What follows belongs to an exercise in optimizing a design on an open flow for small area; a production flow would make more cautious choices. Function was not checked in any run shown here: the RTL went through the layout flow alone. Power is estimated from default activity; no workload was simulated.

==> flow/design.v <==
`timescale 1ns / 1ps
module aomux #(parameter N = 32) (
    input  wire [N*32-1:0] d,
    input  wire [N-1:0]    s,
    output wire [31:0]     q
);
    localparam G = (N + 2) / 3;
    wire [G*3*32-1:0] dd = {{(G*3-N)*32{1'b0}}, d};
    wire [G*3-1:0]    ss = {{(G*3-N){1'b0}}, s};
    genvar b, k;
    generate
        for (b = 0; b < 32; b = b + 1) begin : g_bit
            wire [G-1:0] t;
            for (k = 0; k < G; k = k + 1) begin : g_grp
                if (3*k + 2 < N) begin : g3
                    ao3n u (.a1(dd[(3*k)*32+b]),   .a2(ss[3*k]),
                            .b1(dd[(3*k+1)*32+b]), .b2(ss[3*k+1]),
                            .c1(dd[(3*k+2)*32+b]), .c2(ss[3*k+2]), .y(t[k]));
                end else if (3*k + 1 < N) begin : g2
                    ao2n u (.a1(dd[(3*k)*32+b]),   .a2(ss[3*k]),
                            .b1(dd[(3*k+1)*32+b]), .b2(ss[3*k+1]), .y(t[k]));
                end else begin : g1
                    assign t[k] = ~(dd[(3*k)*32+b] & ss[3*k]);
                end
            end
            assign q[b] = ~&t;
        end
    endgenerate
endmodule
module ao3n (
    input  wire a1, a2, b1, b2, c1, c2,
    output wire y
);
    assign y = ~((a1 & a2) | (b1 & b2) | (c1 & c2));
endmodule
module ao2n (
    input  wire a1, a2, b1, b2,
    output wire y
);
    assign y = ~((a1 & a2) | (b1 & b2));
endmodule
module sqsum(input wire [15:0] re, input wire [15:0] im, output wire [30:0] m);
  wire w1 = (re[0] & re[11]) ^ (re[1] & re[10]);
  wire w2 = (re[0] & re[11]) & (re[1] & re[10]);
  wire w3 = (re[0] & re[13]) ^ (re[1] & re[12]) ^ (re[2] & re[11]);
  wire w4 = ((re[0] & re[13]) & (re[1] & re[12])) | ((re[0] & re[13]) & (re[2] & re[11])) | ((re[1] & re[12]) & (re[2] & re[11]));
  wire w5 = (re[3] & re[10]) ^ (re[4] & re[9]);
  wire w6 = (re[3] & re[10]) & (re[4] & re[9]);
  wire w7 = (re[0] & re[14]) ^ (re[1] & re[13]) ^ (re[2] & re[12]);
  wire w8 = ((re[0] & re[14]) & (re[1] & re[13])) | ((re[0] & re[14]) & (re[2] & re[12])) | ((re[1] & re[13]) & (re[2] & re[12]));
  wire w9 = (re[3] & re[11]) ^ (re[4] & re[10]);
  wire w10 = (re[3] & re[11]) & (re[4] & re[10]);
  wire w11 = ~(re[15] & re[0]) ^ (re[1] & re[14]) ^ (re[2] & re[13]);
  wire w12 = (~(re[15] & re[0]) & (re[1] & re[14])) | (~(re[15] & re[0]) & (re[2] & re[13])) | ((re[1] & re[14]) & (re[2] & re[13]));
  wire w13 = (re[3] & re[12]) ^ (re[4] & re[11]) ^ (re[5] & re[10]);
  wire w14 = ((re[3] & re[12]) & (re[4] & re[11])) | ((re[3] & re[12]) & (re[5] & re[10])) | ((re[4] & re[11]) & (re[5] & re[10]));
  wire w15 = (re[6] & re[9]) ^ (re[7] & re[8]) ^ re[8];
  wire w16 = ((re[6] & re[9]) & (re[7] & re[8])) | ((re[6] & re[9]) & re[8]) | ((re[7] & re[8]) & re[8]);
  wire w17 = ~(im[15] & im[0]) ^ (im[1] & im[14]);
  wire w18 = ~(im[15] & im[0]) & (im[1] & im[14]);
  wire w19 = ~(re[15] & re[1]) ^ (re[2] & re[14]) ^ (re[3] & re[13]);
  wire w20 = (~(re[15] & re[1]) & (re[2] & re[14])) | (~(re[15] & re[1]) & (re[3] & re[13])) | ((re[2] & re[14]) & (re[3] & re[13]));
  wire w21 = (re[4] & re[12]) ^ (re[5] & re[11]) ^ (re[6] & re[10]);
  wire w22 = ((re[4] & re[12]) & (re[5] & re[11])) | ((re[4] & re[12]) & (re[6] & re[10])) | ((re[5] & re[11]) & (re[6] & re[10]));
  wire w23 = (re[7] & re[9]) ^ ~(im[15] & im[1]) ^ (im[2] & im[14]);
  wire w24 = ((re[7] & re[9]) & ~(im[15] & im[1])) | ((re[7] & re[9]) & (im[2] & im[14])) | (~(im[15] & im[1]) & (im[2] & im[14]));
  wire w25 = ~(re[15] & re[2]) ^ (re[3] & re[14]) ^ (re[4] & re[13]);
  wire w26 = (~(re[15] & re[2]) & (re[3] & re[14])) | (~(re[15] & re[2]) & (re[4] & re[13])) | ((re[3] & re[14]) & (re[4] & re[13]));
  wire w27 = (re[5] & re[12]) ^ (re[6] & re[11]) ^ (re[7] & re[10]);
  wire w28 = ((re[5] & re[12]) & (re[6] & re[11])) | ((re[5] & re[12]) & (re[7] & re[10])) | ((re[6] & re[11]) & (re[7] & re[10]));
  wire w29 = (re[8] & re[9]) ^ re[9] ^ ~(im[15] & im[2]);
  wire w30 = ((re[8] & re[9]) & re[9]) | ((re[8] & re[9]) & ~(im[15] & im[2])) | (re[9] & ~(im[15] & im[2]));
  wire w31 = ~(re[15] & re[3]) ^ (re[4] & re[14]) ^ (re[5] & re[13]);
  wire w32 = (~(re[15] & re[3]) & (re[4] & re[14])) | (~(re[15] & re[3]) & (re[5] & re[13])) | ((re[4] & re[14]) & (re[5] & re[13]));
  wire w33 = ~(re[15] & re[4]) ^ (re[5] & re[14]) ^ (re[6] & re[13]);
  wire w34 = (~(re[15] & re[4]) & (re[5] & re[14])) | (~(re[15] & re[4]) & (re[6] & re[13])) | ((re[5] & re[14]) & (re[6] & re[13]));
  wire w35 = (re[0] & re[7]) ^ (re[1] & re[6]);
  wire w36 = (re[0] & re[7]) & (re[1] & re[6]);
  wire w37 = (re[0] & re[9]) ^ (re[1] & re[8]) ^ (re[2] & re[7]);
  wire w38 = ((re[0] & re[9]) & (re[1] & re[8])) | ((re[0] & re[9]) & (re[2] & re[7])) | ((re[1] & re[8]) & (re[2] & re[7]));
  wire w39 = (re[3] & re[6]) ^ (re[4] & re[5]);
  wire w40 = (re[3] & re[6]) & (re[4] & re[5]);
  wire w41 = (re[0] & re[10]) ^ (re[1] & re[9]) ^ (re[2] & re[8]);
  wire w42 = ((re[0] & re[10]) & (re[1] & re[9])) | ((re[0] & re[10]) & (re[2] & re[8])) | ((re[1] & re[9]) & (re[2] & re[8]));
  wire w43 = (re[3] & re[7]) ^ (re[4] & re[6]);
  wire w44 = (re[3] & re[7]) & (re[4] & re[6]);
  wire w45 = (re[2] & re[9]) ^ (re[3] & re[8]) ^ (re[4] & re[7]);
  wire w46 = ((re[2] & re[9]) & (re[3] & re[8])) | ((re[2] & re[9]) & (re[4] & re[7])) | ((re[3] & re[8]) & (re[4] & re[7]));
  wire w47 = (re[5] & re[6]) ^ re[6] ^ (im[0] & im[11]);
  wire w48 = ((re[5] & re[6]) & re[6]) | ((re[5] & re[6]) & (im[0] & im[11])) | (re[6] & (im[0] & im[11]));
  wire w49 = (im[1] & im[10]) ^ (im[2] & im[9]) ^ (im[3] & im[8]);
  wire w50 = ((im[1] & im[10]) & (im[2] & im[9])) | ((im[1] & im[10]) & (im[3] & im[8])) | ((im[2] & im[9]) & (im[3] & im[8]));
  wire w51 = (re[0] & re[12]) ^ (re[1] & re[11]) ^ (re[2] & re[10]);
  wire w52 = ((re[0] & re[12]) & (re[1] & re[11])) | ((re[0] & re[12]) & (re[2] & re[10])) | ((re[1] & re[11]) & (re[2] & re[10]));
  wire w53 = (re[3] & re[9]) ^ (re[4] & re[8]) ^ (re[5] & re[7]);
  wire w54 = ((re[3] & re[9]) & (re[4] & re[8])) | ((re[3] & re[9]) & (re[5] & re[7])) | ((re[4] & re[8]) & (re[5] & re[7]));
  wire w55 = (im[0] & im[12]) ^ (im[1] & im[11]) ^ (im[2] & im[10]);
  wire w56 = ((im[0] & im[12]) & (im[1] & im[11])) | ((im[0] & im[12]) & (im[2] & im[10])) | ((im[1] & im[11]) & (im[2] & im[10]));
  wire w57 = (im[3] & im[9]) ^ (im[4] & im[8]);
  wire w58 = (im[3] & im[9]) & (im[4] & im[8]);
  wire w59 = (re[5] & re[8]) ^ (re[6] & re[7]) ^ re[7];
  wire w60 = ((re[5] & re[8]) & (re[6] & re[7])) | ((re[5] & re[8]) & re[7]) | ((re[6] & re[7]) & re[7]);
  wire w61 = (im[0] & im[13]) ^ (im[1] & im[12]) ^ (im[2] & im[11]);
  wire w62 = ((im[0] & im[13]) & (im[1] & im[12])) | ((im[0] & im[13]) & (im[2] & im[11])) | ((im[1] & im[12]) & (im[2] & im[11]));
  wire w63 = (im[3] & im[10]) ^ (im[4] & im[9]) ^ (im[5] & im[8]);
  wire w64 = ((im[3] & im[10]) & (im[4] & im[9])) | ((im[3] & im[10]) & (im[5] & im[8])) | ((im[4] & im[9]) & (im[5] & im[8]));
  wire w65 = (im[6] & im[7]) ^ im[7] ^ w3;
  wire w66 = ((im[6] & im[7]) & im[7]) | ((im[6] & im[7]) & w3) | (im[7] & w3);
  wire w67 = (re[5] & re[9]) ^ (re[6] & re[8]) ^ (im[0] & im[14]);
  wire w68 = ((re[5] & re[9]) & (re[6] & re[8])) | ((re[5] & re[9]) & (im[0] & im[14])) | ((re[6] & re[8]) & (im[0] & im[14]));
  wire w69 = (im[1] & im[13]) ^ (im[2] & im[12]) ^ (im[3] & im[11]);
  wire w70 = ((im[1] & im[13]) & (im[2] & im[12])) | ((im[1] & im[13]) & (im[3] & im[11])) | ((im[2] & im[12]) & (im[3] & im[11]));
  wire w71 = (im[4] & im[10]) ^ (im[5] & im[9]) ^ (im[6] & im[8]);
  wire w72 = ((im[4] & im[10]) & (im[5] & im[9])) | ((im[4] & im[10]) & (im[6] & im[8])) | ((im[5] & im[9]) & (im[6] & im[8]));
  wire w73 = w7 ^ w9 ^ w4;
  wire w74 = (w7 & w9) | (w7 & w4) | (w9 & w4);
  wire w75 = (im[2] & im[13]) ^ (im[3] & im[12]) ^ (im[4] & im[11]);
  wire w76 = ((im[2] & im[13]) & (im[3] & im[12])) | ((im[2] & im[13]) & (im[4] & im[11])) | ((im[3] & im[12]) & (im[4] & im[11]));
  wire w77 = (im[5] & im[10]) ^ (im[6] & im[9]) ^ (im[7] & im[8]);
  wire w78 = ((im[5] & im[10]) & (im[6] & im[9])) | ((im[5] & im[10]) & (im[7] & im[8])) | ((im[6] & im[9]) & (im[7] & im[8]));
  wire w79 = im[8] ^ w11 ^ w13;
  wire w80 = (im[8] & w11) | (im[8] & w13) | (w11 & w13);
  wire w81 = w15 ^ w17 ^ w8;
  wire w82 = (w15 & w17) | (w15 & w8) | (w17 & w8);
  wire w83 = (im[3] & im[13]) ^ (im[4] & im[12]) ^ (im[5] & im[11]);
  wire w84 = ((im[3] & im[13]) & (im[4] & im[12])) | ((im[3] & im[13]) & (im[5] & im[11])) | ((im[4] & im[12]) & (im[5] & im[11]));
  wire w85 = (im[6] & im[10]) ^ (im[7] & im[9]) ^ 1'b1;
  wire w86 = ((im[6] & im[10]) & (im[7] & im[9])) | ((im[6] & im[10]) & 1'b1) | ((im[7] & im[9]) & 1'b1);
  wire w87 = w19 ^ w21 ^ w23;
  wire w88 = (w19 & w21) | (w19 & w23) | (w21 & w23);
  wire w89 = w12 ^ w14 ^ w16;
  wire w90 = (w12 & w14) | (w12 & w16) | (w14 & w16);
  wire w91 = (im[3] & im[14]) ^ (im[4] & im[13]) ^ (im[5] & im[12]);
  wire w92 = ((im[3] & im[14]) & (im[4] & im[13])) | ((im[3] & im[14]) & (im[5] & im[12])) | ((im[4] & im[13]) & (im[5] & im[12]));
  wire w93 = (im[6] & im[11]) ^ (im[7] & im[10]) ^ (im[8] & im[9]);
  wire w94 = ((im[6] & im[11]) & (im[7] & im[10])) | ((im[6] & im[11]) & (im[8] & im[9])) | ((im[7] & im[10]) & (im[8] & im[9]));
  wire w95 = im[9] ^ w25 ^ w27;
  wire w96 = (im[9] & w25) | (im[9] & w27) | (w25 & w27);
  wire w97 = w29 ^ w20 ^ w22;
  wire w98 = (w29 & w20) | (w29 & w22) | (w20 & w22);
  wire w99 = (re[6] & re[12]) ^ (re[7] & re[11]) ^ (re[8] & re[10]);
  wire w100 = ((re[6] & re[12]) & (re[7] & re[11])) | ((re[6] & re[12]) & (re[8] & re[10])) | ((re[7] & re[11]) & (re[8] & re[10]));
  wire w101 = ~(im[15] & im[3]) ^ (im[4] & im[14]) ^ (im[5] & im[13]);
  wire w102 = (~(im[15] & im[3]) & (im[4] & im[14])) | (~(im[15] & im[3]) & (im[5] & im[13])) | ((im[4] & im[14]) & (im[5] & im[13]));
  wire w103 = (im[6] & im[12]) ^ (im[7] & im[11]) ^ (im[8] & im[10]);
  wire w104 = ((im[6] & im[12]) & (im[7] & im[11])) | ((im[6] & im[12]) & (im[8] & im[10])) | ((im[7] & im[11]) & (im[8] & im[10]));
  wire w105 = w31 ^ w26 ^ w28;
  wire w106 = (w31 & w26) | (w31 & w28) | (w26 & w28);
  wire w107 = (re[7] & re[12]) ^ (re[8] & re[11]) ^ (re[9] & re[10]);
  wire w108 = ((re[7] & re[12]) & (re[8] & re[11])) | ((re[7] & re[12]) & (re[9] & re[10])) | ((re[8] & re[11]) & (re[9] & re[10]));
  wire w109 = re[10] ^ ~(im[15] & im[4]) ^ (im[5] & im[14]);
  wire w110 = (re[10] & ~(im[15] & im[4])) | (re[10] & (im[5] & im[14])) | (~(im[15] & im[4]) & (im[5] & im[14]));
  wire w111 = (im[6] & im[13]) ^ (im[7] & im[12]) ^ (im[8] & im[11]);
  wire w112 = ((im[6] & im[13]) & (im[7] & im[12])) | ((im[6] & im[13]) & (im[8] & im[11])) | ((im[7] & im[12]) & (im[8] & im[11]));
  wire w113 = (im[9] & im[10]) ^ im[10] ^ w33;
  wire w114 = ((im[9] & im[10]) & im[10]) | ((im[9] & im[10]) & w33) | (im[10] & w33);
  wire w115 = ~(re[15] & re[5]) ^ (re[6] & re[14]) ^ (re[7] & re[13]);
  wire w116 = (~(re[15] & re[5]) & (re[6] & re[14])) | (~(re[15] & re[5]) & (re[7] & re[13])) | ((re[6] & re[14]) & (re[7] & re[13]));
  wire w117 = (re[8] & re[12]) ^ (re[9] & re[11]) ^ ~(im[15] & im[5]);
  wire w118 = ((re[8] & re[12]) & (re[9] & re[11])) | ((re[8] & re[12]) & ~(im[15] & im[5])) | ((re[9] & re[11]) & ~(im[15] & im[5]));
  wire w119 = (im[6] & im[14]) ^ (im[7] & im[13]) ^ (im[8] & im[12]);
  wire w120 = ((im[6] & im[14]) & (im[7] & im[13])) | ((im[6] & im[14]) & (im[8] & im[12])) | ((im[7] & im[13]) & (im[8] & im[12]));
  wire w121 = ~(re[15] & re[6]) ^ (re[7] & re[14]) ^ (re[8] & re[13]);
  wire w122 = (~(re[15] & re[6]) & (re[7] & re[14])) | (~(re[15] & re[6]) & (re[8] & re[13])) | ((re[7] & re[14]) & (re[8] & re[13]));
  wire w123 = (re[9] & re[12]) ^ (re[10] & re[11]) ^ re[11];
  wire w124 = ((re[9] & re[12]) & (re[10] & re[11])) | ((re[9] & re[12]) & re[11]) | ((re[10] & re[11]) & re[11]);
  wire w125 = ~(im[15] & im[6]) ^ (im[7] & im[14]) ^ (im[8] & im[13]);
  wire w126 = (~(im[15] & im[6]) & (im[7] & im[14])) | (~(im[15] & im[6]) & (im[8] & im[13])) | ((im[7] & im[14]) & (im[8] & im[13]));
  wire w127 = ~(re[15] & re[7]) ^ (re[8] & re[14]) ^ (re[9] & re[13]);
  wire w128 = (~(re[15] & re[7]) & (re[8] & re[14])) | (~(re[15] & re[7]) & (re[9] & re[13])) | ((re[8] & re[14]) & (re[9] & re[13]));
  wire w129 = ~(re[15] & re[8]) ^ (re[9] & re[14]) ^ (re[10] & re[13]);
  wire w130 = (~(re[15] & re[8]) & (re[9] & re[14])) | (~(re[15] & re[8]) & (re[10] & re[13])) | ((re[9] & re[14]) & (re[10] & re[13]));
  wire w131 = (re[0] & re[5]) ^ (re[1] & re[4]) ^ (re[2] & re[3]);
  wire w132 = ((re[0] & re[5]) & (re[1] & re[4])) | ((re[0] & re[5]) & (re[2] & re[3])) | ((re[1] & re[4]) & (re[2] & re[3]));
  wire w133 = (re[0] & re[6]) ^ (re[1] & re[5]);
  wire w134 = (re[0] & re[6]) & (re[1] & re[5]);
  wire w135 = (re[2] & re[5]) ^ (re[3] & re[4]) ^ re[4];
  wire w136 = ((re[2] & re[5]) & (re[3] & re[4])) | ((re[2] & re[5]) & re[4]) | ((re[3] & re[4]) & re[4]);
  wire w137 = (im[0] & im[7]) ^ (im[1] & im[6]) ^ (im[2] & im[5]);
  wire w138 = ((im[0] & im[7]) & (im[1] & im[6])) | ((im[0] & im[7]) & (im[2] & im[5])) | ((im[1] & im[6]) & (im[2] & im[5]));
  wire w139 = (re[0] & re[8]) ^ (re[1] & re[7]) ^ (re[2] & re[6]);
  wire w140 = ((re[0] & re[8]) & (re[1] & re[7])) | ((re[0] & re[8]) & (re[2] & re[6])) | ((re[1] & re[7]) & (re[2] & re[6]));
  wire w141 = (re[3] & re[5]) ^ (im[0] & im[8]) ^ (im[1] & im[7]);
  wire w142 = ((re[3] & re[5]) & (im[0] & im[8])) | ((re[3] & re[5]) & (im[1] & im[7])) | ((im[0] & im[8]) & (im[1] & im[7]));
  wire w143 = (im[2] & im[6]) ^ (im[3] & im[5]);
  wire w144 = (im[2] & im[6]) & (im[3] & im[5]);
  wire w145 = re[5] ^ (im[0] & im[9]) ^ (im[1] & im[8]);
  wire w146 = (re[5] & (im[0] & im[9])) | (re[5] & (im[1] & im[8])) | ((im[0] & im[9]) & (im[1] & im[8]));
  wire w147 = (im[2] & im[7]) ^ (im[3] & im[6]) ^ (im[4] & im[5]);
  wire w148 = ((im[2] & im[7]) & (im[3] & im[6])) | ((im[2] & im[7]) & (im[4] & im[5])) | ((im[3] & im[6]) & (im[4] & im[5]));
  wire w149 = im[5] ^ w37 ^ w39;
  wire w150 = (im[5] & w37) | (im[5] & w39) | (w37 & w39);
  wire w151 = (im[0] & im[10]) ^ (im[1] & im[9]) ^ (im[2] & im[8]);
  wire w152 = ((im[0] & im[10]) & (im[1] & im[9])) | ((im[0] & im[10]) & (im[2] & im[8])) | ((im[1] & im[9]) & (im[2] & im[8]));
  wire w153 = (im[3] & im[7]) ^ (im[4] & im[6]) ^ w41;
  wire w154 = ((im[3] & im[7]) & (im[4] & im[6])) | ((im[3] & im[7]) & w41) | ((im[4] & im[6]) & w41);
  wire w155 = w43 ^ w38 ^ w40;
  wire w156 = (w43 & w38) | (w43 & w40) | (w38 & w40);
  wire w157 = (im[4] & im[7]) ^ (im[5] & im[6]) ^ im[6];
  wire w158 = ((im[4] & im[7]) & (im[5] & im[6])) | ((im[4] & im[7]) & im[6]) | ((im[5] & im[6]) & im[6]);
  wire w159 = w1 ^ w45 ^ w47;
  wire w160 = (w1 & w45) | (w1 & w47) | (w45 & w47);
  wire w161 = w49 ^ w42 ^ w44;
  wire w162 = (w49 & w42) | (w49 & w44) | (w42 & w44);
  wire w163 = (im[5] & im[7]) ^ w2 ^ w51;
  wire w164 = ((im[5] & im[7]) & w2) | ((im[5] & im[7]) & w51) | (w2 & w51);
  wire w165 = w53 ^ w55 ^ w57;
  wire w166 = (w53 & w55) | (w53 & w57) | (w55 & w57);
  wire w167 = w46 ^ w48 ^ w50;
  wire w168 = (w46 & w48) | (w46 & w50) | (w48 & w50);
  wire w169 = w5 ^ w59 ^ w61;
  wire w170 = (w5 & w59) | (w5 & w61) | (w59 & w61);
  wire w171 = w63 ^ w65 ^ w52;
  wire w172 = (w63 & w65) | (w63 & w52) | (w65 & w52);
  wire w173 = w54 ^ w56 ^ w58;
  wire w174 = (w54 & w56) | (w54 & w58) | (w56 & w58);
  wire w175 = w6 ^ w67 ^ w69;
  wire w176 = (w6 & w67) | (w6 & w69) | (w67 & w69);
  wire w177 = w71 ^ w73 ^ w60;
  wire w178 = (w71 & w73) | (w71 & w60) | (w73 & w60);
  wire w179 = w62 ^ w64 ^ w66;
  wire w180 = (w62 & w64) | (w62 & w66) | (w64 & w66);
  wire w181 = w10 ^ w75 ^ w77;
  wire w182 = (w10 & w75) | (w10 & w77) | (w75 & w77);
  wire w183 = w79 ^ w81 ^ w68;
  wire w184 = (w79 & w81) | (w79 & w68) | (w81 & w68);
  wire w185 = w70 ^ w72 ^ w74;
  wire w186 = (w70 & w72) | (w70 & w74) | (w72 & w74);
  wire w187 = w18 ^ w83 ^ w85;
  wire w188 = (w18 & w83) | (w18 & w85) | (w83 & w85);
  wire w189 = w87 ^ w89 ^ w76;
  wire w190 = (w87 & w89) | (w87 & w76) | (w89 & w76);
  wire w191 = w78 ^ w80 ^ w82;
  wire w192 = (w78 & w80) | (w78 & w82) | (w80 & w82);
  wire w193 = w24 ^ w91 ^ w93;
  wire w194 = (w24 & w91) | (w24 & w93) | (w91 & w93);
  wire w195 = w95 ^ w97 ^ w84;
  wire w196 = (w95 & w97) | (w95 & w84) | (w97 & w84);
  wire w197 = w86 ^ w88 ^ w90;
  wire w198 = (w86 & w88) | (w86 & w90) | (w88 & w90);
  wire w199 = w30 ^ w99 ^ w101;
  wire w200 = (w30 & w99) | (w30 & w101) | (w99 & w101);
  wire w201 = w103 ^ w105 ^ w92;
  wire w202 = (w103 & w105) | (w103 & w92) | (w105 & w92);
  wire w203 = w94 ^ w96 ^ w98;
  wire w204 = (w94 & w96) | (w94 & w98) | (w96 & w98);
  wire w205 = w32 ^ w107 ^ w109;
  wire w206 = (w32 & w107) | (w32 & w109) | (w107 & w109);
  wire w207 = w111 ^ w113 ^ w100;
  wire w208 = (w111 & w113) | (w111 & w100) | (w113 & w100);
  wire w209 = w102 ^ w104 ^ w106;
  wire w210 = (w102 & w104) | (w102 & w106) | (w104 & w106);
  wire w211 = (im[9] & im[11]) ^ w34 ^ w115;
  wire w212 = ((im[9] & im[11]) & w34) | ((im[9] & im[11]) & w115) | (w34 & w115);
  wire w213 = w117 ^ w119 ^ w108;
  wire w214 = (w117 & w119) | (w117 & w108) | (w119 & w108);
  wire w215 = w110 ^ w112 ^ w114;
  wire w216 = (w110 & w112) | (w110 & w114) | (w112 & w114);
  wire w217 = (im[9] & im[12]) ^ (im[10] & im[11]) ^ im[11];
  wire w218 = ((im[9] & im[12]) & (im[10] & im[11])) | ((im[9] & im[12]) & im[11]) | ((im[10] & im[11]) & im[11]);
  wire w219 = w121 ^ w123 ^ w125;
  wire w220 = (w121 & w123) | (w121 & w125) | (w123 & w125);
  wire w221 = w116 ^ w118 ^ w120;
  wire w222 = (w116 & w118) | (w116 & w120) | (w118 & w120);
  wire w223 = (re[10] & re[12]) ^ ~(im[15] & im[7]) ^ (im[8] & im[14]);
  wire w224 = ((re[10] & re[12]) & ~(im[15] & im[7])) | ((re[10] & re[12]) & (im[8] & im[14])) | (~(im[15] & im[7]) & (im[8] & im[14]));
  wire w225 = (im[9] & im[13]) ^ (im[10] & im[12]) ^ w127;
  wire w226 = ((im[9] & im[13]) & (im[10] & im[12])) | ((im[9] & im[13]) & w127) | ((im[10] & im[12]) & w127);
  wire w227 = w122 ^ w124 ^ w126;
  wire w228 = (w122 & w124) | (w122 & w126) | (w124 & w126);
  wire w229 = (re[11] & re[12]) ^ re[12] ^ ~(im[15] & im[8]);
  wire w230 = ((re[11] & re[12]) & re[12]) | ((re[11] & re[12]) & ~(im[15] & im[8])) | (re[12] & ~(im[15] & im[8]));
  wire w231 = (im[9] & im[14]) ^ (im[10] & im[13]) ^ (im[11] & im[12]);
  wire w232 = ((im[9] & im[14]) & (im[10] & im[13])) | ((im[9] & im[14]) & (im[11] & im[12])) | ((im[10] & im[13]) & (im[11] & im[12]));
  wire w233 = im[12] ^ w129 ^ w128;
  wire w234 = (im[12] & w129) | (im[12] & w128) | (w129 & w128);
  wire w235 = ~(re[15] & re[9]) ^ (re[10] & re[14]) ^ (re[11] & re[13]);
  wire w236 = (~(re[15] & re[9]) & (re[10] & re[14])) | (~(re[15] & re[9]) & (re[11] & re[13])) | ((re[10] & re[14]) & (re[11] & re[13]));
  wire w237 = ~(im[15] & im[9]) ^ (im[10] & im[14]) ^ (im[11] & im[13]);
  wire w238 = (~(im[15] & im[9]) & (im[10] & im[14])) | (~(im[15] & im[9]) & (im[11] & im[13])) | ((im[10] & im[14]) & (im[11] & im[13]));
  wire w239 = ~(re[15] & re[10]) ^ (re[11] & re[14]) ^ (re[12] & re[13]);
  wire w240 = (~(re[15] & re[10]) & (re[11] & re[14])) | (~(re[15] & re[10]) & (re[12] & re[13])) | ((re[11] & re[14]) & (re[12] & re[13]));
  wire w241 = re[13] ^ ~(im[15] & im[10]) ^ (im[11] & im[14]);
  wire w242 = (re[13] & ~(im[15] & im[10])) | (re[13] & (im[11] & im[14])) | (~(im[15] & im[10]) & (im[11] & im[14]));
  wire w243 = (re[0] & re[3]) ^ (re[1] & re[2]) ^ re[2];
  wire w244 = ((re[0] & re[3]) & (re[1] & re[2])) | ((re[0] & re[3]) & re[2]) | ((re[1] & re[2]) & re[2]);
  wire w245 = (re[0] & re[4]) ^ (re[1] & re[3]);
  wire w246 = (re[0] & re[4]) & (re[1] & re[3]);
  wire w247 = re[3] ^ (im[0] & im[5]) ^ (im[1] & im[4]);
  wire w248 = (re[3] & (im[0] & im[5])) | (re[3] & (im[1] & im[4])) | ((im[0] & im[5]) & (im[1] & im[4]));
  wire w249 = (im[2] & im[3]) ^ im[3];
  wire w250 = (im[2] & im[3]) & im[3];
  wire w251 = (re[2] & re[4]) ^ (im[0] & im[6]) ^ (im[1] & im[5]);
  wire w252 = ((re[2] & re[4]) & (im[0] & im[6])) | ((re[2] & re[4]) & (im[1] & im[5])) | ((im[0] & im[6]) & (im[1] & im[5]));
  wire w253 = (im[2] & im[4]) ^ w133 ^ w132;
  wire w254 = ((im[2] & im[4]) & w133) | ((im[2] & im[4]) & w132) | (w133 & w132);
  wire w255 = (im[3] & im[4]) ^ im[4] ^ w35;
  wire w256 = ((im[3] & im[4]) & im[4]) | ((im[3] & im[4]) & w35) | (im[4] & w35);
  wire w257 = w135 ^ w137 ^ w134;
  wire w258 = (w135 & w137) | (w135 & w134) | (w137 & w134);
  wire w259 = w36 ^ w139 ^ w141;
  wire w260 = (w36 & w139) | (w36 & w141) | (w139 & w141);
  wire w261 = w143 ^ w136 ^ w138;
  wire w262 = (w143 & w136) | (w143 & w138) | (w136 & w138);
  wire w263 = w145 ^ w147 ^ w149;
  wire w264 = (w145 & w147) | (w145 & w149) | (w147 & w149);
  wire w265 = w140 ^ w142 ^ w144;
  wire w266 = (w140 & w142) | (w140 & w144) | (w142 & w144);
  wire w267 = w151 ^ w153 ^ w155;
  wire w268 = (w151 & w153) | (w151 & w155) | (w153 & w155);
  wire w269 = w146 ^ w148 ^ w150;
  wire w270 = (w146 & w148) | (w146 & w150) | (w148 & w150);
  wire w271 = w157 ^ w159 ^ w161;
  wire w272 = (w157 & w159) | (w157 & w161) | (w159 & w161);
  wire w273 = w152 ^ w154 ^ w156;
  wire w274 = (w152 & w154) | (w152 & w156) | (w154 & w156);
  wire w275 = w163 ^ w165 ^ w167;
  wire w276 = (w163 & w165) | (w163 & w167) | (w165 & w167);
  wire w277 = w158 ^ w160 ^ w162;
  wire w278 = (w158 & w160) | (w158 & w162) | (w160 & w162);
  wire w279 = w169 ^ w171 ^ w173;
  wire w280 = (w169 & w171) | (w169 & w173) | (w171 & w173);
  wire w281 = w164 ^ w166 ^ w168;
  wire w282 = (w164 & w166) | (w164 & w168) | (w166 & w168);
  wire w283 = w175 ^ w177 ^ w179;
  wire w284 = (w175 & w177) | (w175 & w179) | (w177 & w179);
  wire w285 = w170 ^ w172 ^ w174;
  wire w286 = (w170 & w172) | (w170 & w174) | (w172 & w174);
  wire w287 = w181 ^ w183 ^ w185;
  wire w288 = (w181 & w183) | (w181 & w185) | (w183 & w185);
  wire w289 = w176 ^ w178 ^ w180;
  wire w290 = (w176 & w178) | (w176 & w180) | (w178 & w180);
  wire w291 = w187 ^ w189 ^ w191;
  wire w292 = (w187 & w189) | (w187 & w191) | (w189 & w191);
  wire w293 = w182 ^ w184 ^ w186;
  wire w294 = (w182 & w184) | (w182 & w186) | (w184 & w186);
  wire w295 = w193 ^ w195 ^ w197;
  wire w296 = (w193 & w195) | (w193 & w197) | (w195 & w197);
  wire w297 = w188 ^ w190 ^ w192;
  wire w298 = (w188 & w190) | (w188 & w192) | (w190 & w192);
  wire w299 = w199 ^ w201 ^ w203;
  wire w300 = (w199 & w201) | (w199 & w203) | (w201 & w203);
  wire w301 = w194 ^ w196 ^ w198;
  wire w302 = (w194 & w196) | (w194 & w198) | (w196 & w198);
  wire w303 = w205 ^ w207 ^ w209;
  wire w304 = (w205 & w207) | (w205 & w209) | (w207 & w209);
  wire w305 = w200 ^ w202 ^ w204;
  wire w306 = (w200 & w202) | (w200 & w204) | (w202 & w204);
  wire w307 = w211 ^ w213 ^ w215;
  wire w308 = (w211 & w213) | (w211 & w215) | (w213 & w215);
  wire w309 = w206 ^ w208 ^ w210;
  wire w310 = (w206 & w208) | (w206 & w210) | (w208 & w210);
  wire w311 = w217 ^ w219 ^ w221;
  wire w312 = (w217 & w219) | (w217 & w221) | (w219 & w221);
  wire w313 = w212 ^ w214 ^ w216;
  wire w314 = (w212 & w214) | (w212 & w216) | (w214 & w216);
  wire w315 = w223 ^ w225 ^ w227;
  wire w316 = (w223 & w225) | (w223 & w227) | (w225 & w227);
  wire w317 = w218 ^ w220 ^ w222;
  wire w318 = (w218 & w220) | (w218 & w222) | (w220 & w222);
  wire w319 = w229 ^ w231 ^ w233;
  wire w320 = (w229 & w231) | (w229 & w233) | (w231 & w233);
  wire w321 = w224 ^ w226 ^ w228;
  wire w322 = (w224 & w226) | (w224 & w228) | (w226 & w228);
  wire w323 = w130 ^ w235 ^ w237;
  wire w324 = (w130 & w235) | (w130 & w237) | (w235 & w237);
  wire w325 = w230 ^ w232 ^ w234;
  wire w326 = (w230 & w232) | (w230 & w234) | (w232 & w234);
  wire w327 = (im[12] & im[13]) ^ im[13] ^ w239;
  wire w328 = ((im[12] & im[13]) & im[13]) | ((im[12] & im[13]) & w239) | (im[13] & w239);
  wire w329 = w241 ^ w236 ^ w238;
  wire w330 = (w241 & w236) | (w241 & w238) | (w236 & w238);
  wire w331 = ~(re[15] & re[11]) ^ (re[12] & re[14]) ^ ~(im[15] & im[11]);
  wire w332 = (~(re[15] & re[11]) & (re[12] & re[14])) | (~(re[15] & re[11]) & ~(im[15] & im[11])) | ((re[12] & re[14]) & ~(im[15] & im[11]));
  wire w333 = (im[12] & im[14]) ^ w240 ^ w242;
  wire w334 = ((im[12] & im[14]) & w240) | ((im[12] & im[14]) & w242) | (w240 & w242);
  wire w335 = ~(re[15] & re[12]) ^ (re[13] & re[14]) ^ re[14];
  wire w336 = (~(re[15] & re[12]) & (re[13] & re[14])) | (~(re[15] & re[12]) & re[14]) | ((re[13] & re[14]) & re[14]);
  wire w337 = ~(im[15] & im[12]) ^ (im[13] & im[14]) ^ im[14];
  wire w338 = (~(im[15] & im[12]) & (im[13] & im[14])) | (~(im[15] & im[12]) & im[14]) | ((im[13] & im[14]) & im[14]);
  wire w339 = (re[0] & re[1]) ^ re[1];
  wire w340 = (re[0] & re[1]) & re[1];
  wire w341 = (im[0] & im[3]) ^ (im[1] & im[2]);
  wire w342 = (im[0] & im[3]) & (im[1] & im[2]);
  wire w343 = (im[0] & im[4]) ^ (im[1] & im[3]) ^ w245;
  wire w344 = ((im[0] & im[4]) & (im[1] & im[3])) | ((im[0] & im[4]) & w245) | ((im[1] & im[3]) & w245);
  wire w345 = w131 ^ w247 ^ w249;
  wire w346 = (w131 & w247) | (w131 & w249) | (w247 & w249);
  wire w347 = w251 ^ w253 ^ w248;
  wire w348 = (w251 & w253) | (w251 & w248) | (w253 & w248);
  wire w349 = w255 ^ w257 ^ w252;
  wire w350 = (w255 & w257) | (w255 & w252) | (w257 & w252);
  wire w351 = w259 ^ w261 ^ w256;
  wire w352 = (w259 & w261) | (w259 & w256) | (w261 & w256);
  wire w353 = w263 ^ w265 ^ w260;
  wire w354 = (w263 & w265) | (w263 & w260) | (w265 & w260);
  wire w355 = w267 ^ w269 ^ w264;
  wire w356 = (w267 & w269) | (w267 & w264) | (w269 & w264);
  wire w357 = w271 ^ w273 ^ w268;
  wire w358 = (w271 & w273) | (w271 & w268) | (w273 & w268);
  wire w359 = w275 ^ w277 ^ w272;
  wire w360 = (w275 & w277) | (w275 & w272) | (w277 & w272);
  wire w361 = w279 ^ w281 ^ w276;
  wire w362 = (w279 & w281) | (w279 & w276) | (w281 & w276);
  wire w363 = w283 ^ w285 ^ w280;
  wire w364 = (w283 & w285) | (w283 & w280) | (w285 & w280);
  wire w365 = w287 ^ w289 ^ w284;
  wire w366 = (w287 & w289) | (w287 & w284) | (w289 & w284);
  wire w367 = w291 ^ w293 ^ w288;
  wire w368 = (w291 & w293) | (w291 & w288) | (w293 & w288);
  wire w369 = w295 ^ w297 ^ w292;
  wire w370 = (w295 & w297) | (w295 & w292) | (w297 & w292);
  wire w371 = w299 ^ w301 ^ w296;
  wire w372 = (w299 & w301) | (w299 & w296) | (w301 & w296);
  wire w373 = w303 ^ w305 ^ w300;
  wire w374 = (w303 & w305) | (w303 & w300) | (w305 & w300);
  wire w375 = w307 ^ w309 ^ w304;
  wire w376 = (w307 & w309) | (w307 & w304) | (w309 & w304);
  wire w377 = w311 ^ w313 ^ w308;
  wire w378 = (w311 & w313) | (w311 & w308) | (w313 & w308);
  wire w379 = w315 ^ w317 ^ w312;
  wire w380 = (w315 & w317) | (w315 & w312) | (w317 & w312);
  wire w381 = w319 ^ w321 ^ w316;
  wire w382 = (w319 & w321) | (w319 & w316) | (w321 & w316);
  wire w383 = w323 ^ w325 ^ w320;
  wire w384 = (w323 & w325) | (w323 & w320) | (w325 & w320);
  wire w385 = w327 ^ w329 ^ w324;
  wire w386 = (w327 & w329) | (w327 & w324) | (w329 & w324);
  wire w387 = w331 ^ w333 ^ w328;
  wire w388 = (w331 & w333) | (w331 & w328) | (w333 & w328);
  wire w389 = w335 ^ w337 ^ w332;
  wire w390 = (w335 & w337) | (w335 & w332) | (w337 & w332);
  wire w391 = ~(re[15] & re[13]) ^ ~(im[15] & im[13]) ^ w336;
  wire w392 = (~(re[15] & re[13]) & ~(im[15] & im[13])) | (~(re[15] & re[13]) & w336) | (~(im[15] & im[13]) & w336);
  wire w393 = ~(re[15] & re[14]) ^ re[15] ^ ~(im[15] & im[14]);
  wire w394 = (~(re[15] & re[14]) & re[15]) | (~(re[15] & re[14]) & ~(im[15] & im[14])) | (re[15] & ~(im[15] & im[14]));
  wire w395 = (im[0] & im[1]) ^ im[1];
  wire w396 = (im[0] & im[1]) & im[1];
  wire w397 = (re[0] & re[2]) ^ (im[0] & im[2]) ^ w340;
  wire w398 = ((re[0] & re[2]) & (im[0] & im[2])) | ((re[0] & re[2]) & w340) | ((im[0] & im[2]) & w340);
  wire w399 = im[2] ^ w243 ^ w341;
  wire w400 = (im[2] & w243) | (im[2] & w341) | (w243 & w341);
  wire w401 = w244 ^ w343 ^ w342;
  wire w402 = (w244 & w343) | (w244 & w342) | (w343 & w342);
  wire w403 = w246 ^ w345 ^ w344;
  wire w404 = (w246 & w345) | (w246 & w344) | (w345 & w344);
  wire w405 = w250 ^ w347 ^ w346;
  wire w406 = (w250 & w347) | (w250 & w346) | (w347 & w346);
  wire w407 = w254 ^ w349 ^ w348;
  wire w408 = (w254 & w349) | (w254 & w348) | (w349 & w348);
  wire w409 = w258 ^ w351 ^ w350;
  wire w410 = (w258 & w351) | (w258 & w350) | (w351 & w350);
  wire w411 = w262 ^ w353 ^ w352;
  wire w412 = (w262 & w353) | (w262 & w352) | (w353 & w352);
  wire w413 = w266 ^ w355 ^ w354;
  wire w414 = (w266 & w355) | (w266 & w354) | (w355 & w354);
  wire w415 = w270 ^ w357 ^ w356;
  wire w416 = (w270 & w357) | (w270 & w356) | (w357 & w356);
  wire w417 = w274 ^ w359 ^ w358;
  wire w418 = (w274 & w359) | (w274 & w358) | (w359 & w358);
  wire w419 = w278 ^ w361 ^ w360;
  wire w420 = (w278 & w361) | (w278 & w360) | (w361 & w360);
  wire w421 = w282 ^ w363 ^ w362;
  wire w422 = (w282 & w363) | (w282 & w362) | (w363 & w362);
  wire w423 = w286 ^ w365 ^ w364;
  wire w424 = (w286 & w365) | (w286 & w364) | (w365 & w364);
  wire w425 = w290 ^ w367 ^ w366;
  wire w426 = (w290 & w367) | (w290 & w366) | (w367 & w366);
  wire w427 = w294 ^ w369 ^ w368;
  wire w428 = (w294 & w369) | (w294 & w368) | (w369 & w368);
  wire w429 = w298 ^ w371 ^ w370;
  wire w430 = (w298 & w371) | (w298 & w370) | (w371 & w370);
  wire w431 = w302 ^ w373 ^ w372;
  wire w432 = (w302 & w373) | (w302 & w372) | (w373 & w372);
  wire w433 = w306 ^ w375 ^ w374;
  wire w434 = (w306 & w375) | (w306 & w374) | (w375 & w374);
  wire w435 = w310 ^ w377 ^ w376;
  wire w436 = (w310 & w377) | (w310 & w376) | (w377 & w376);
  wire w437 = w314 ^ w379 ^ w378;
  wire w438 = (w314 & w379) | (w314 & w378) | (w379 & w378);
  wire w439 = w318 ^ w381 ^ w380;
  wire w440 = (w318 & w381) | (w318 & w380) | (w381 & w380);
  wire w441 = w322 ^ w383 ^ w382;
  wire w442 = (w322 & w383) | (w322 & w382) | (w383 & w382);
  wire w443 = w326 ^ w385 ^ w384;
  wire w444 = (w326 & w385) | (w326 & w384) | (w385 & w384);
  wire w445 = w330 ^ w387 ^ w386;
  wire w446 = (w330 & w387) | (w330 & w386) | (w387 & w386);
  wire w447 = w334 ^ w389 ^ w388;
  wire w448 = (w334 & w389) | (w334 & w388) | (w389 & w388);
  wire w449 = w338 ^ w391 ^ w390;
  wire w450 = (w338 & w391) | (w338 & w390) | (w391 & w390);
  wire w451 = im[15] ^ w393 ^ w392;
  wire w452 = (im[15] & w393) | (im[15] & w392) | (w393 & w392);
  wire [30:0] ra = {w451, w449, w447, w445, w443, w441, w439, w437, w435, w433, w431, w429, w427, w425, w423, w421, w419, w417, w415, w413, w411, w409, w407, w405, w403, w401, w399, w397, w339, 1'b0, re[0]};
  wire [30:0] rb = {w450, w448, w446, w444, w442, w440, w438, w436, w434, w432, w430, w428, w426, w424, w422, w420, w418, w416, w414, w412, w410, w408, w406, w404, w402, w400, w398, w396, w395, 1'b0, im[0]};
  assign m = ra + rb;
endmodule
`timescale 1ns / 1ps
module pitch_correction(
    input wire clk,
    input wire reset,
    input wire [31:0] S_AXIS_DATA_0_tdata,
    input wire  S_AXIS_DATA_0_tlast,
    output wire S_AXIS_DATA_0_tready,
    input wire  S_AXIS_DATA_0_tvalid,
    output wire [31:0] m_axis_data_tdata,
    output wire        m_axis_data_tlast,
    input  wire        m_axis_data_tready,
    output wire        m_axis_data_tvalid,
    output wire [15:0] m_axis_config_tdata,
    input  wire m_axis_config_tready,
    output wire m_axis_config_tvalid,
    output wire [31:0] monitor_fft_out,
    output wire monitor_fft_vld,
    output wire [31:0] monitor_pitch_out,
    output wire monitor_pitch_vld,
    input wire pitch_enable
    );
    localparam LS = 3;               
    localparam S  = 1 << LS;
    localparam F  = S - 1;           
    localparam NT = 256 / S;         
    wire        in_v = S_AXIS_DATA_0_tvalid;
    wire [31:0] din  = S_AXIS_DATA_0_tdata;
    reg rst_d, cfg_v;
    always @(posedge clk) begin
        rst_d <= reset;
        cfg_v <= rst_d;
    end
    assign m_axis_config_tvalid = cfg_v;
    assign m_axis_config_tdata  = 16'h0001;
    assign m_axis_data_tlast    = 1'b0;
    assign monitor_fft_out      = din;
    assign monitor_fft_vld      = in_v;
    localparam FILLING = 2'd0, READY = 2'd1, EMPTYING = 2'd2;
    reg  [1:0] state;
    reg  [7:0] wp;        
    reg  [7:0] rp;        
    reg        ovld;
    wire       acc     = ovld & m_axis_data_tready;
    wire       lastacc = acc & (rp == 8'd255);
    always @(posedge clk) begin
        if (reset) begin
            state <= FILLING;
            wp    <= 8'd0;
            rp    <= 8'd0;
            ovld  <= 1'b0;
        end else begin
            if (in_v)
                wp <= wp + 8'd1;
            case (state)
                FILLING:  if (wp == 8'd255) state <= READY;
                READY:    if (acc) state <= EMPTYING;
                EMPTYING: if (lastacc) state <= FILLING;
                default:  state <= state;
            endcase
            if (state == READY)
                ovld <= 1'b1;
            else if (state == FILLING || lastacc)
                ovld <= 1'b0;
            if (acc)
                rp <= rp + 8'd1;
            else if (state == FILLING)
                rp <= 8'd0;
        end
    end
    wire        lower = ~wp[7];
    wire [30:0] msq;
    sqsum u_sq (.re(din[15:0]), .im(din[31:16]), .m(msq));
    reg  [30:0] best;
    reg  [6:0]  peak;
    wire        upd = in_v & lower & (msq > best);
    wire        cap_x = in_v & lower & ((msq > best) | (wp[6:0] == 7'd10) |
                                        ((best == 31'd0) & (wp[6:0] == peak)));
    wire        cap_y = in_v & wp[7] & ((wp[6:0] == 7'd10) | (wp[6:0] == peak));
    always @(posedge clk) begin
        best <= ~in_v ? 31'd0 : upd ? msq : best;
        if (reset)
            peak <= 7'd0;
        else if (upd)
            peak <= wp[6:0];
    end
    wire [31:0]   dconj = {(~din[31:16]) + 16'd1, din[15:0]};
    reg  [8191:0] ring;
    always @(posedge clk)
        ring <= {ring[8159:0], in_v ? dconj : ring[8191:8160]};
    wire [NT*32-1:0] taps;
    genvar g;
    generate
        for (g = 0; g < NT; g = g + 1) begin : g_tap
            assign taps[g*32 +: 32] = ring[g*S*32 +: 32];
        end
    endgenerate
    reg  [7:0]    pf;
    reg  [LS-1:0] n, hd, tl;
    reg  [F*32-1:0] q;
    wire          aligned = (pf[LS-1:0] == {LS{1'b0}});
    wire          empty   = (n == {LS{1'b0}});
    wire          fetch   = aligned & ((n != F[LS-1:0]) | acc);
    wire          push    = fetch & ~(empty & acc);
    wire          pop     = acc & ~empty;
    wire [NT-1:0] tsel    = {{(NT-1){1'b0}}, 1'b1} << pf[7:LS];
    wire [31:0]   tap;
    aomux #(.N(NT)) u_tap (.d(taps), .s(tsel), .q(tap));
    always @(posedge clk) begin
        if (!ovld) begin
            pf <= 8'd0;
            n  <= {LS{1'b0}};
            hd <= {LS{1'b0}};
            tl <= {LS{1'b0}};
        end else begin
            pf <= pf + {7'd0, ~fetch};
            n  <= n + {{(LS-1){1'b0}}, push} - {{(LS-1){1'b0}}, pop};
            if (pop)
                hd <= (hd == F - 1) ? {LS{1'b0}} : hd + 1'b1;
            if (push)
                tl <= (tl == F - 1) ? {LS{1'b0}} : tl + 1'b1;
        end
    end
    generate
        for (g = 0; g < F; g = g + 1) begin : g_q
            always @(posedge clk)
                if (push && tl == g)
                    q[g*32 +: 32] <= tap;
        end
    endgenerate
    wire [F:0]  ssel = {empty, {{(F-1){1'b0}}, ~empty} << hd};
    wire [31:0] stream;
    aomux #(.N(F + 1)) u_stream (.d({tap, q}), .s(ssel), .q(stream));
    reg         cap_xd, cap_yd;
    reg  [31:0] cx, cy;
    wire        swp = (rp[6:0] == 7'd10) | (rp[6:0] == peak);
    always @(posedge clk) begin
        cap_xd <= cap_x;
        cap_yd <= cap_y;
        if (cap_xd | (acc & swp & ~rp[7]))
            cx <= stream;
        if (cap_yd | (acc & swp & rp[7]))
            cy <= stream;
    end
    wire [3:0]  osel = {~pitch_enable,
                        pitch_enable & swp & rp[7],
                        pitch_enable & swp & ~rp[7],
                        pitch_enable & ~swp};
    wire [31:0] rd;
    aomux #(.N(4)) u_out (.d({din, cy, cx, stream}), .s(osel), .q(rd));
    assign m_axis_data_tdata    = rd;
    assign m_axis_data_tvalid   = pitch_enable ? ovld : in_v;
    assign S_AXIS_DATA_0_tready = pitch_enable | m_axis_data_tready;
    assign monitor_pitch_out    = rd;
    assign monitor_pitch_vld    = ovld;
endmodule
==> flow/run.sh <==
#!/bin/bash
# synth_recipe.tcl (not shown) runs the flow's synth.tcl, then flattens the netlist and writes it again
# the make line also repeats each setting of config.mk as NAME=value (left out here)
make -C /OpenROAD-flow-scripts/flow DESIGN_CONFIG=/design/flow/config.mk WORK_HOME=/design/flow/orfs CLKGATE_MAP_FILE= SYNTH_SCRIPT=/design/flow/synth_recipe.tcl finish
==> flow/config.mk <==
export PLATFORM = sky130hd
export DESIGN_NAME = pitch_correction
export DESIGN_NICKNAME = pitch_correction
export VERILOG_FILES = /design/flow/design.v
export SDC_FILE = /design/flow/constraint.sdc
export NUM_CORES = 8
export LEC_CHECK = 0
export CAP_MARGIN = 40
export CORE_MARGIN = 2
export CORE_UTILIZATION = 40
export CTS_BUF_LIST = sky130_fd_sc_hd__clkbuf_4
export CTS_CLUSTER_DIAMETER = 30
export CTS_CLUSTER_SIZE = 10
export SLEW_MARGIN = 50
export SYNTH_HIERARCHICAL = 1
==> flow/constraint.sdc <==
create_clock -name core_clock -period 15.0 [get_ports {clk}]
set_input_delay 3.0000 -clock core_clock [delete_from_list [all_inputs] [get_ports {clk}]]
set_output_delay 3.0000 -clock core_clock [all_outputs]
set_load 0.01 [all_outputs]
==> impl.org, run 1 <==
** Yosys
- In this run, synthesis inferred 288 flip-flops with an integrated enable.
- In this run the mean area of a mapped cell was 17.75 sq um.
- Summing every instance area after synthesis gives 193300 sq um.
- The most common cell in the synthesized netlist is sky130_fd_sc_hd__dfxtp_1.
- Synthesis produced a netlist whose cell count is 10891.
- Register bit count reported by yosys :: 8558
- Post-synth top area share :: 0.8566
- Synthesis Warnings :: 7
- Fraction of registers with async set/reset :: 0
- The synthesized design spends more area on one cell type than any other, namely sky130_fd_sc_hd__dfxtp_1.
- The share of the Yosys chip area taken by registers is 0.9014.
- Counting distinct cell types in the post-synthesis netlist gives 80.
- Among all flip-flop cells after synthesis, the most frequent one is sky130_fd_sc_hd__dfxtp_1.
- Ranking of synthesized cells by instance count :: sky130_fd_sc_hd__dfxtp_1 (8270), sky130_fd_sc_hd__a222oi_1 (416), sky130_fd_sc_hd__edfxtp_1 (288)
- Leading post-synthesis cells by cell area :: sky130_fd_sc_hd__dfxtp_1 (86%), sky130_fd_sc_hd__edfxtp_1 (4.5%), sky130_fd_sc_hd__a222oi_1 (2.2%)

** Global routing
- The via count of the first global-routing pass came to 80117.
- The first global-routing pass estimated 499600 microns of wire.
- Global routing usage on met3 :: 0.03738
- After global routing the overflow that remains totals 0.
- The layer flagged by global routing as most heavily used is met1.
- Entering global routing, the biggest net connects 53 pins.
- The initial antenna violation count was 52.
- For met2 alone, demand over resource in global routing was 0.1997.
- Total GRT Usage :: 0.1397
- For met1 alone, demand over resource in global routing was 0.2021.

** STA
- For this run, the top clock speed supported by timing is 99.96 MHz.
- RSZ-0062 raised after global routing :: no
- Setup violators final :: 0
- Sum Neg Setup Slack :: 0 ns
- Headroom to the max-slew limit came out at 0.4948.
- The number of hold violations in the final report is 0.
- The final-report max-slew violation count is 0.
- Final clock skew :: 0.2036 ns
- Fin crit share :: 0.6669
- For the finished layout, the period the worst path requires is 10.00 ns.
- Transition time of the tightest slew-check pin :: 0.7578 ns

** Floorplanning
- The total area inside the core boundary comes to 481800 sq um.
- Std-Cell Rows :: 255
- Chip width :: 699.1 microns
- Y dimension of the die :: 699.1 microns
- The initial utilization of the core area, before any placement, comes to 0.4012.
- 157 I/O pins were placed.
- Die ar. :: 488700 sq um

** Power
- NetSw :: 10.06 mW
- Sequential share of power :: 0.574
- Switching power share of the total :: 0.2481
- P per Cell Area :: 187.5 nW/um^2
- In this run the static leakage power is 86.24 nW.
- Internal portion of total power :: 30.48 mW
- Of the total power, the clock network draws 0.303.
- Peak VDD IR :: 0.3051 mV
- Part of the total power dissipated in combinational logic :: 0.123

** Layout
- In the final layout, the share of cells above drive strength 1 is 0.1451.
- The final layout contains 12519 nets.
- Compared with the post-synthesis result, the final layout area differs by 11.90%.
- Counting the fill cells in the layout gives 42048.
- Final non-filler cell area :: 216300 sq um

** Worst setup path
- At the worst endpoint, the arrival time is 7.00 ns.
- The worst setup path is captured at an output pin.
- First element of the critical path :: pf[7]$_SDFF_PN0_
- By startpoint and endpoint, the worst setup path is classified as reg2out.
- Of all nets on the critical path, the largest fanout is 16.
- Reg2Reg Launch Point :: pf[7]$_SDFF_PN0_
- The worst setup path is launched from a flip-flop.
- For the worst setup path, the data required time is 12.00 ns.

** Outcome
- The flow ran to the end and the layout has no timing, DRC or antenna violations.

** Worst hold path
- The startpoint identified for the worst hold timing path is ring[883]$_DFF_P_.
- Hold crit path type :: reg2reg

** Routing
- In the routed design, unresolved DRC markers number 0.
- In the final routed layout, each cell accounts on average for 17.84 microns.
- DR pass1 iterations :: 10
- Number of vias per cell after detailed routing :: 4.242
- For this block, the via count after detailed routing is 80819.
- First DRT Iteration DRCs :: 6132
- Detailed-route wire length :: 339900 microns
- The count of nets left with antenna violations once routing finished came out at 0.

** Place
- Port-buffer cells :: 137
- Area after DPL :: 203200 sq um
- Last weighted congestion value of the routability-driven placer :: 0.7725
- Detailed placement finished with a half-perimeter wire length of 202200 microns.

** Clock network
- Clock transition at the register clock pins on the worst setup and hold paths after CTS :: 0.11 ns
- The number of hold buffers added after CTS was 0.
- No sink is reached through more buffers than the 5 on the longest clock path.
- Worst-Skew Late Latency :: 1.68 ns
- Count of clock tree sinks :: 8558
- Gates resized during post-CTS repair numbered 0.
- Clock tree synthesis inserted a total of 1168 buffers.
- H-tree depth reported by CTS :: 7
- Clock tree from TritonCTS :: yes
- The tree is rooted in a sky130_fd_sc_hd__clkbuf_4.
- Once the clock tree was built, the setup fixing pass inserted 0 buffers.

** Flow run
- Max-cap check violation count :: 0
-- layer usage --
layer | part of all wire | routed length, microns
met1 | 0.50 | 170300
met2 | 0.42 | 143800
met3 | 0.057 | 19520
met4 | 0.019 | 6343
met5 | 0 | 0
-- cell usage in the layout, fill, tap and decap left out, types with 32 or more instances in the layout --
master                            netlist  routed
sky130_fd_sc_hd__clkdlybuf4s50_1        0     127
sky130_fd_sc_hd__a22oi_2               64      64
sky130_fd_sc_hd__dfxtp_1             8270    8270
sky130_fd_sc_hd__xnor2_1               44      43
sky130_fd_sc_hd__bufinv_16              0      73
sky130_fd_sc_hd__clkinv_1               1      77
sky130_fd_sc_hd__fa_1                 194     194
sky130_fd_sc_hd__and2_1               166     165
sky130_fd_sc_hd__or3_1                 43      42
sky130_fd_sc_hd__inv_1                274     274
sky130_fd_sc_hd__xor2_1                33      33
sky130_fd_sc_hd__ha_1                  96      96
sky130_fd_sc_hd__buf_4                 84     122
sky130_fd_sc_hd__clkinvlp_4             0      41
sky130_fd_sc_hd__a222oi_1             416     416
sky130_fd_sc_hd__nand3_1               97      97
sky130_fd_sc_hd__a21oi_1               60      60
sky130_fd_sc_hd__diode_2                0      32
sky130_fd_sc_hd__clkinv_2               0      78
sky130_fd_sc_hd__nand4_1               84      84
sky130_fd_sc_hd__edfxtp_1             288     288
sky130_fd_sc_hd__nand2_1              172     171
sky130_fd_sc_hd__nor2_1                85      51
sky130_fd_sc_hd__o21ai_0               40      40
sky130_fd_sc_hd__clkbuf_4               0    1260
sky130_fd_sc_hd__mux2i_1               42      42
-- path summary, 6_finish.rpt --
check / to / slack (ns) / depth (start not counted)
max: monitor_pitch_out[19] / 5.00 / 13
min: ring[915]$_DFF_P_ / 0.18 / 0
max reg2reg: cy[19]$_DFFE_PP_ / 10.76 / 10
min reg2reg: ring[915]$_DFF_P_ / 0.18 / 0
-- worst max-delay path, stage by stage, from the launching register on --
cell	delay (ns)
sky130_fd_sc_hd__dfxtp_1	0.55
sky130_fd_sc_hd__inv_1	0.18
sky130_fd_sc_hd__or3_1	0.58
sky130_fd_sc_hd__nor2_4	0.34
sky130_fd_sc_hd__buf_4	0.52
sky130_fd_sc_hd__buf_4	0.50
sky130_fd_sc_hd__a222oi_1	0.26
sky130_fd_sc_hd__nand3_1	0.21
sky130_fd_sc_hd__or3_1	0.46
sky130_fd_sc_hd__a22oi_2	0.10
sky130_fd_sc_hd__nand3_1	0.18
sky130_fd_sc_hd__a222oi_1	0.12
sky130_fd_sc_hd__a21bo_1	0.63
sky130_fd_sc_hd__clkdlybuf4s50_1	0.66
-- through the flow --
step                utilization  setup WS [ns]  power [mW]  hold WS [ns]  instances
finish                   0.4489          4.996       40.54        0.1815      19054
global route             0.4488          4.594       42.72        0.2115      19040
CTS                      0.4487          4.640       41.06        0.2074      19022
detailed placement       0.4217          3.606       28.77        0.3121      17445
global placement         0.4214          3.334       28.79        0.3095      17432
floorplan                     -          5.373       27.47        0.3096      10906
-- final cells by class --
type / instances / area (sq um) / share of cell area
Clock buffer: 1260 / 9459 / 0.04374
Inverter: 275 / 1032 / 0.004773
Tap cell: 6425 / 8039 / 0.03717
Multi-Input combinational cell: 1915 / 17480 / 0.08081
Clock inverter: 317 / 3535 / 0.01634
Sequential cell: 8558 / 174200 / 0.8055
Antenna cell: 32 / 80.08 / 0.0003703
Timing Repair Buffer: 272 / 2430 / 0.01124
-- kinds of logic after synthesis --
| family | synth area share |
|---|---|
| other | 0.00003886 |
| and+or+nand+nor | 0.02092 |
| buffers and inverters | 0.01031 |
| AOI/OAI and AO/OA | 0.03357 |
| muxes | 0.004001 |
| DFF | 0.9014 |
| xor gates and xnor gates | 0.003489 |
| adders and majority gates | 0.02631 |
-- Yosys stat by module, one instance, submodules excluded, excerpt --
| module | flip-flops and latches | area, sq um | copies in the design |
|---|---|---|---|
| pitch_correction | 8558 | 178700 | 1 |
| ao2n | 0 | 12.51 | 64 |
| sqsum | 0 | 8333 | 1 |
| ao3n | 0 | 10.01 | 416 |
-- power groups by stage --
stage / sequential [mW] / combinational, mW / clock [mW]
2_1_floorplan: 23.7 / 3.73 / 0
3_3_place_gp: 23.8 / 5.01 / 0
3_5_place_dp: 23.8 / 4.98 / 0
4_1_cts: 23.3 / 5.01 / 12.8
5_1_grt: 23.3 / 5.64 / 13.8
6_report: 23.3 / 4.99 / 12.3
-- sequential cells by signal, indices dropped and copies added (netlist names), 2 cells and up --
register,flops
best,31
cx,32
cy,32
hd,3
n,3
peak,7
pf,8
q,224
ring,8192
rp,8
state,2
tl,3
wp,8
==> run 2: changes to the inputs <==
==> flow/flow/run.sh (new file) <==
#!/bin/bash
# Own layout flow: the standard flow (standard.sh, standard synthesis
# included), with clock tree synthesis run without dummy loads and the port
# buffers made with the smallest buffer.  Each tool's full output stays in
# orfs/logs/; make's output goes to flow_make.log.
set -euo pipefail
export CTS_ARGS="-sink_clustering_enable -repair_clock_nets -dont_use_dummy_load -buf_list sky130_fd_sc_hd__clkbuf_4 -sink_clustering_size 12 -sink_clustering_max_diameter 40"
export BUFFER_PORTS_ARGS="-buffer_cell sky130_fd_sc_hd__buf_1"
export RECOVER_POWER=100
bash standard.sh finish > flow_make.log 2>&1
==> flow/standard.sh (new file) <==
#!/bin/bash
# synth_recipe.tcl (not shown) runs the flow's synth.tcl, then flattens the netlist and writes it again
# the make line also repeats each setting of config.mk as NAME=value (left out here)
make -C /OpenROAD-flow-scripts/flow DESIGN_CONFIG=/design/flow/config.mk WORK_HOME=/design/flow/orfs CLKGATE_MAP_FILE= SYNTH_SCRIPT=/design/flow/synth_recipe.tcl "${@:-finish}"
==> flow/config.mk (replaced) <==
export PLATFORM = sky130hd
export DESIGN_NAME = pitch_correction
export DESIGN_NICKNAME = pitch_correction
export VERILOG_FILES = /design/flow/design.v
export SDC_FILE = /design/flow/constraint.sdc
export NUM_CORES = 8
export LEC_CHECK = 0
export CAP_MARGIN = 20
export CORE_MARGIN = 2
export CORE_UTILIZATION = 65
export SLEW_MARGIN = 20
export SYNTH_HIERARCHICAL = 1
removed: flow/run.sh
==> run 2 against run 1 <==
- the layout now fails its checks (max-capacitance violations, max-slew violations)
- global-route usage increased by 9.0 points
- register-to-register slack got worse by 3.2 ns
- sequential share of layout area increased by 4.4 points
- first-iteration DRC count is 7.0% higher
- cell area fell by 5.2%
- clock skew fell by 0.0096 ns
- sequential power about the same
- core utilization increased by 24 points
- worst setup slack got worse by 2.5 ns
- count of clock-buffer cells in the layout down 457
- power shrank 8.9%
- synthesized cell count is the same
- largest cell class unchanged
==> impl.org, run 2 <==
** Layout
- The utilization of the core after routing was 0.6919 (was 0.4489).
- Final layout net count :: 12143 (was 12519)
- The number of flip-flops in the largest register is 8192 (unchanged).
- Top library cells by usage in the layout, fill and taps aside: sky130_fd_sc_hd__dfxtp_1 (8270), sky130_fd_sc_hd__clkbuf_4 (804), sky130_fd_sc_hd__a222oi_1 (416) (was sky130_fd_sc_hd__dfxtp_1 (8270), sky130_fd_sc_hd__clkbuf_4 (1260), sky130_fd_sc_hd__a222oi_1 (416)).
- Leading cell type in the layout, fill and taps excluded :: sky130_fd_sc_hd__dfxtp_1 (unchanged)

** STA
- The worst-margin pin slew came to 3.462 ns (was 0.7578 ns).
- Final Max Tran Viols :: 817 (was 0)
- The final clock period utilization by the worst path was 0.8317 (was 0.6669).
- The maximum clock rate was 80.16 MHz (was 99.96 MHz).
- Number of hold violations in the final report :: 0 (unchanged)
- The number of setup violations in the final report came to 0 (unchanged).
- Minimum clock period :: 12.48 ns (was 10.00 ns)
- Sum Neg Setup Slack :: 0 ns (unchanged)
- The final clock skew came to 0.1940 ns (was 0.2036 ns).

** Routing
- Routed wirelength normalized by instance count :: 21.94 microns (was 17.84 microns)
- Detailed-route wire length :: 346100 microns (was 339900 microns)

** Worst setup path
- The worst path arrival time was 9.48 ns (was 7.00 ns).
- Type of the worst setup path :: reg2out (unchanged)
- The required time at the worst-slack endpoint was 12.00 ns (about the same).
- Crit path cell chain: inv_1 > or3_1 > nor2_4 > clkbuf_1 > clkbuf_1 > a222oi_1 > nand4_1 > or3_1 > a22oi_2 > nand3_1 > a222oi_1 > a21bo_1 > buf_1 (was inv_1 > or3_1 > nor2_4 > buf_4 > buf_4 > a222oi_1 > nand3_1 > or3_1 > a22oi_2 > nand3_1 > a222oi_1 > a21bo_1 > clkdlybuf4s50_1).
- Largest delay contributor family on the critical path :: buffers and inverters (unchanged)
- The critical path's slowest cell is sky130_fd_sc_hd__clkbuf_1 (was sky130_fd_sc_hd__clkdlybuf4s50_1).
- The endpoint kind of the worst setup timing path was an output pin (unchanged).
- The delay contributed by the slowest stage of the critical path came to 2.16 ns (was 0.66 ns).

** Clock network
- The clock input transition at the sequential cells of the worst setup and hold paths came to 0.11 ns (about the same).
- Hold buffers post-CTS :: 0 (unchanged)
- The clock tree from TritonCTS was yes (unchanged).
- The number of clock sinks seen by CTS was 8558 (unchanged).
- Clock root cell :: sky130_fd_sc_hd__clkbuf_4 (unchanged)

** Yosys
- Unique masters post-synth :: 80 (unchanged)
- The synthesis-stage register bit count was 8558 (unchanged).
- The count of mapped cells out of synthesis is 10891 (unchanged).
- Mean post-synth cell area :: 17.75 sq um (unchanged)
- The post-synthesis instance area was 193300 sq um (unchanged).
- Most frequently used cell type in the post-synthesis netlist :: sky130_fd_sc_hd__dfxtp_1 (unchanged)
- The count of synthesis-stage warnings from yosys came to 7 (unchanged).
- Fraction of registers with async set/reset :: 0 (unchanged)
- Leading post-synthesis cells by cell area :: sky130_fd_sc_hd__dfxtp_1 (86%), sky130_fd_sc_hd__edfxtp_1 (4.5%), sky130_fd_sc_hd__a222oi_1 (2.2%) (unchanged)

** Global routing
- Total GRT Usage :: 0.2298 (was 0.1397)
- The overall overflow remaining after global route is 0 (unchanged).
- The wire length of the first global-routing pass was 509400 microns (was 499600 microns).
- The initial antenna violation count was 32 (was 52).

** Worst hold path
- Hold crit path type :: reg2reg (unchanged)

** Floorplanning
- Top Ports :: 157 (unchanged)
- Die ar. :: 301700 sq um (was 488700 sq um)

** Outcome
- SO Faults :: max-capacitance violations, max-slew violations
- Outcome: complete, but fails checks (was no timing/DRC/antenna violations).

** Flow run
- The number of max-cap violations is 36 (was 0).

** Power
- P per Cell Area :: 180.2 nW/um^2 (was 187.5 nW/um^2)
## run 2: cell counts after synthesis
Identical to the previous run, type by type.
## run 2: cells by family after synthesis
family / after synthesis / share of synthesized area
compound gates: 698 / 0.03357
xor+xnor: 77 / 0.003489
fa+ha+maj: 290 / 0.02631
buf+inv: 433 / 0.01031
flops: 8558 / 0.9014
mux: 73 / 0.004001
other cells: 2 / 0.00003886
simple gates: 760 / 0.02092
## run 2: layout make-up
class / count / area (sq um) / share of cell area
diodes: 20 / 50.05 / 0.0002442
clock buffers: 803 / 6028 / 0.02941
inverters: 275 / 1032 / 0.005036
multi-input cells: 1915 / 17330 / 0.08454
flip-flops and latches: 8558 / 174200 / 0.8498
well taps: 3939 / 4928 / 0.02404
repair buffers: 261 / 1411 / 0.006885
## run 2: report_power, final
part | total (mW) | switching [mW] | internal [mW]
Combinational | 5.05 | 3.10 | 1.95
Clock | 8.62 | 6.15 | 2.46
Sequential | 23.3 | 0.110 | 23.2
## run 2: final timing paths
kind	cells after the start	endpoint	startpoint	slack, ns
worst max register to register	10	cx[12]$_DFFE_PP_	pf[7]$_SDFF_PN0_	7.55
worst max-delay path	13	monitor_pitch_out[20]	pf[7]$_SDFF_PN0_	2.52
worst min register to register	0	ring[2401]$_DFF_P_	ring[2369]$_DFF_P_	0.22
worst min-delay path	0	ring[2401]$_DFF_P_	ring[2369]$_DFF_P_	0.22
## run 2: metal layers
layer | vias up | share of wire | track usage | routed length (microns)
met5 | - | 0.000081 | 0 | 28
met4 | 6 | 0.026 | 0.06839 | 9142
met3 | 637 | 0.057 | 0.04072 | 19870
met2 | 2137 | 0.43 | 0.3438 | 150400
met1 | 38912 | 0.48 | 0.3455 | 166700
li1 | 37499 | - | - | -
## run 2: worst reg2reg max path: stages, from the launching register on
cell and delay (ns):
sky130_fd_sc_hd__dfxtp_1 0.55, sky130_fd_sc_hd__inv_1 0.18, sky130_fd_sc_hd__or3_1 0.58, sky130_fd_sc_hd__nor2_4 0.13, sky130_fd_sc_hd__clkbuf_1 1.84, sky130_fd_sc_hd__clkbuf_1 2.17, sky130_fd_sc_hd__a222oi_1 0.59, sky130_fd_sc_hd__nand4_1 0.28
sky130_fd_sc_hd__or3_1 0.50, sky130_fd_sc_hd__a22oi_1 0.19, sky130_fd_sc_hd__nand3_1 0.19
## run 2: modules after synthesis (local to each module, per instance), excerpt
module	times used	cells inside	area (sq um)	flip-flops and latches
ao2n	64	1	12.51	0
ao3n	416	1	10.01	0
pitch_correction	1	9244	178700	8558
sqsum	1	972	8333	0
## run 2: metrics by stage
step,worst slack [ns],cells,cell area [sq um]
2_1_floorplan,5.373,10906,193300
3_3_place_gp,3.841,14939,199000
3_5_place_dp,3.758,14947,199200
4_1_cts,4.524,15750,205200
5_1_grt,2.395,15756,205000
6_report,2.525,15771,205000

[static timing again, ports no longer ideal]
No port has a modelled driver above. Below, the same layouts with a new extraction and two added sets of constraints.
Step 1, drivers: a clkbuf_16 drives clk and a buf_2 each remaining input, both assumed.
Step 2, shift: input delay + t, output delay - t, t = (earliest + latest rising clock arrival at the registers) / 2. This alone moves slack from input paths to output paths.
a / b / c = ideal ports / drivers / drivers and shift; a / b = the first two.
run | shift t [ns] | slack for setup (ns)
run 1 | 1.677 | 4.996 / 4.886 / 3.616
run 2 | 1.623 | 2.525 / 2.431 / 1.833
